From an optimization exercise on the open Yosys and OpenROAD flow, aimed at small area and a short achievable clock period; shortcuts taken in it are not production practice.
The RTL was checked by simulation tests, not by an equivalence proof against the original design.

job 2979:
// filter
module filter #(parameter DATA_WIDTH = 16) (
    input clk,
    input rst_n,
    input signed [DATA_WIDTH-1:0] FilterIn,
    input ValidIn,
    output signed [32:0] data_out,
    output reg ValidOut);
Size: ~2500 cells after synthesis, ~550 flip-flops, roughly 53 I/O pins, about 0.037 mm² of cells after synthesis.
==> flow/config.mk <==
export PLATFORM = sky130hd
export DESIGN_NAME = filter
export DESIGN_NICKNAME = filter
export VERILOG_FILES = /design/flow/design.v
export SDC_FILE = /design/flow/constraint.sdc
export NUM_CORES = 4
export LEC_CHECK = 0
export CAP_MARGIN = 20
export CORE_MARGIN = 2
export CORE_UTILIZATION = 20
export SETUP_SLACK_MARGIN = 5
export SLEW_MARGIN = 20
export SYNTH_HIERARCHICAL = 1
export TNS_END_PERCENT = 100
==> flow/constraint.sdc <==
create_clock -name core_clock -period 10.5 [get_ports {clk}]
set_input_delay 2.1000 -clock core_clock [delete_from_list [all_inputs] [get_ports {clk}]]
set_output_delay 2.1000 -clock core_clock [all_outputs]
set_load 0.01 [all_outputs]
standard.sh (not shown) runs the stock make flow with config.mk's settings and CLKGATE_MAP_FILE= SYNTH_SCRIPT=/design/flow/synth_recipe.tcl, a recipe that flattens the netlist after the stock synthesis.
==> flow/flow/run.sh <==
#!/bin/bash
# Layout: the standard flow (standard.sh) unchanged, except that timing repair
# aims at a larger setup margin (a shorter period than the 10.5 ns clock) and the
# port buffers are plain buffers instead of delay cells.  make's full output goes
# to make_finish.log here; each ORFS step keeps its own log under orfs/logs/.
set -uo pipefail
bash standard.sh SETUP_SLACK_MARGIN=6.25 'BUFFER_PORTS_ARGS=-buffer_cell sky130_fd_sc_hd__buf_4' finish > make_finish.log 2>&1
status=$?
tail -n 40 make_finish.log
exit $status
> inputs changed (job 2979 -> job 8718)
- CORE_UTILIZATION changed from 20 to 25
Notes after the runs:
Measured against each other, job 2979 and job 8718 differ in area of the placeable core, the higher figure coming from job 2979. From job 2979 to job 8718 the numbers moved as follows: count of instances resized after the clock tree is built up 4. Pin slew with the least headroom to its limit in job 8718 is 0.11 ns below job 2979. Going from job 2979 to job 8718, number of placed cells counting well taps went down 467; clock buffer count in the final layout lower; minimum clock period now smaller; area of the multi-input gates stayed essentially flat. Between job 2979 and job 8718, critical path depth is lower for job 8718, job 2979 comes in above that. The first-pass GRT wire length of job 8718 was superior to that of job 2979.
diff inputs: job 8718 => job 7960
- CORE_UTILIZATION changed from 25 to 40
Notes after the runs:
For non-clock buffer count, dividing the value from job 8718 by the value from job 7960 gives 0.845.
Pin count of the biggest net entering global routing: job 7960 vs job 8718 up 11
In job 7960, the total global routing track utilization came out 8.4 points above the value in job 8718.
Re wire length after detailed routing: job 7960 is 1.5% up on job 8718.
As far as area of combinational cells with multiple inputs is concerned, job 7960 and job 8718 perform about the same.

Starting RTL as in the previous note.
Settings: LEC_CHECK=0, CAP_MARGIN=20, CORE_MARGIN=2, CORE_UTILIZATION=25, PLACE_DENSITY=0.8, SETUP_SLACK_MARGIN=5, SLEW_MARGIN=20, SYNTH_HIERARCHICAL=1, TNS_END_PERCENT=100; clock period 10.5 ns.
Scripts as last shown in full above: flow/flow/run.sh
Change:
- CORE_UTILIZATION: 25 -> 30
- PLACE_DENSITY: 0.8 -> default
The changed run produced a clean layout.
Via count decreases by 2.9%.
Synthesized area does not change.
Sequential cell count stays the same.
Worst hold slack stays flat.
Cell area decreases by 1.6%.
Core utilization increases by 5.2 points.
Change:
- CORE_UTILIZATION: 30 -> 50
What happened:
- The changed run went through all stages and came out clean
- final cell count came out lower by 15%
- design area came out lower by 1.1%
- worst setup slack gets worse by 0.045 ns
- area after synthesis does not change
- global-route usage came out higher by 13 points
- fmax came out lower by 1.1%
- routed wire length came out higher by 7.2%
Change:
--- a/flow/flow/run.sh
+++ b/flow/flow/run.sh
@@ -7 +7 @@
-bash standard.sh SETUP_SLACK_MARGIN=6.25 'BUFFER_PORTS_ARGS=-buffer_cell sky130_fd_sc_hd__buf_4' finish > make_finish.log 2>&1
+bash standard.sh SETUP_SLACK_MARGIN=6.0 'BUFFER_PORTS_ARGS=-buffer_cell sky130_fd_sc_hd__buf_4' finish > make_finish.log 2>&1
- CORE_UTILIZATION: 50 -> 65
Effect:
- utilization increases by 16 points
- area after synthesis is unchanged
- worst hold slack improves by 0.0047 ns
- final cell count decreases by 6.7%
- fmax decreases by 4.8%
- setup slack degrades by 0.21 ns

==> static timing again, ports no longer ideal <==
How much do the figures lean on ideal ports? The routed layouts below were timed once more, with nothing changed but the port constraints.
Step 1 sets driving cells, clkbuf_16 on the clock port and buf_2 on the other inputs (assumed; they add their load-dependent delay and slew).
Step 2 also shifts input and output timing later by t, the mid clock arrival at the registers, as if the neighbouring blocks saw the same clock.
Three values: no drivers, after step 1, after step 2; two values: the first two.
run | shift t [ns] | slack for setup (ns) | slew at the worst register clock pin (ns) | worst data-port slew with drivers (ns)
job 2979 | 0.695 | 6.241 / 6.165 / 5.470 | 0.07 / 0.07 | 0.24
job 8718 | 0.694 | 6.306 / 6.199 / 5.505 | 0.07 / 0.07 | 0.21
job 7960 | 0.705 | 6.306 / 6.207 / 5.502 | 0.08 / 0.08 | 0.18
the first run of note 2 | 0.674 | 6.282 / 6.133 / 5.458 | 0.08 / 0.08 | 0.26
the second run of note 2 | 0.698 | 6.309 / 6.167 / 5.469 | 0.07 / 0.07 | 0.21
the third run of note 2 | 0.704 | 6.263 / 6.176 / 5.472 | 0.07 / 0.07 | 0.21
the fourth run of note 2 | 0.671 | 6.051 / 6.024 / 5.354 | 0.07 / 0.07 | 0.09
After both steps setup and hold are still met in every run listed. The setup slack of the second run of note 2, which loses most, moves by -0.142 ns with the drivers and by -0.840 ns with both steps.
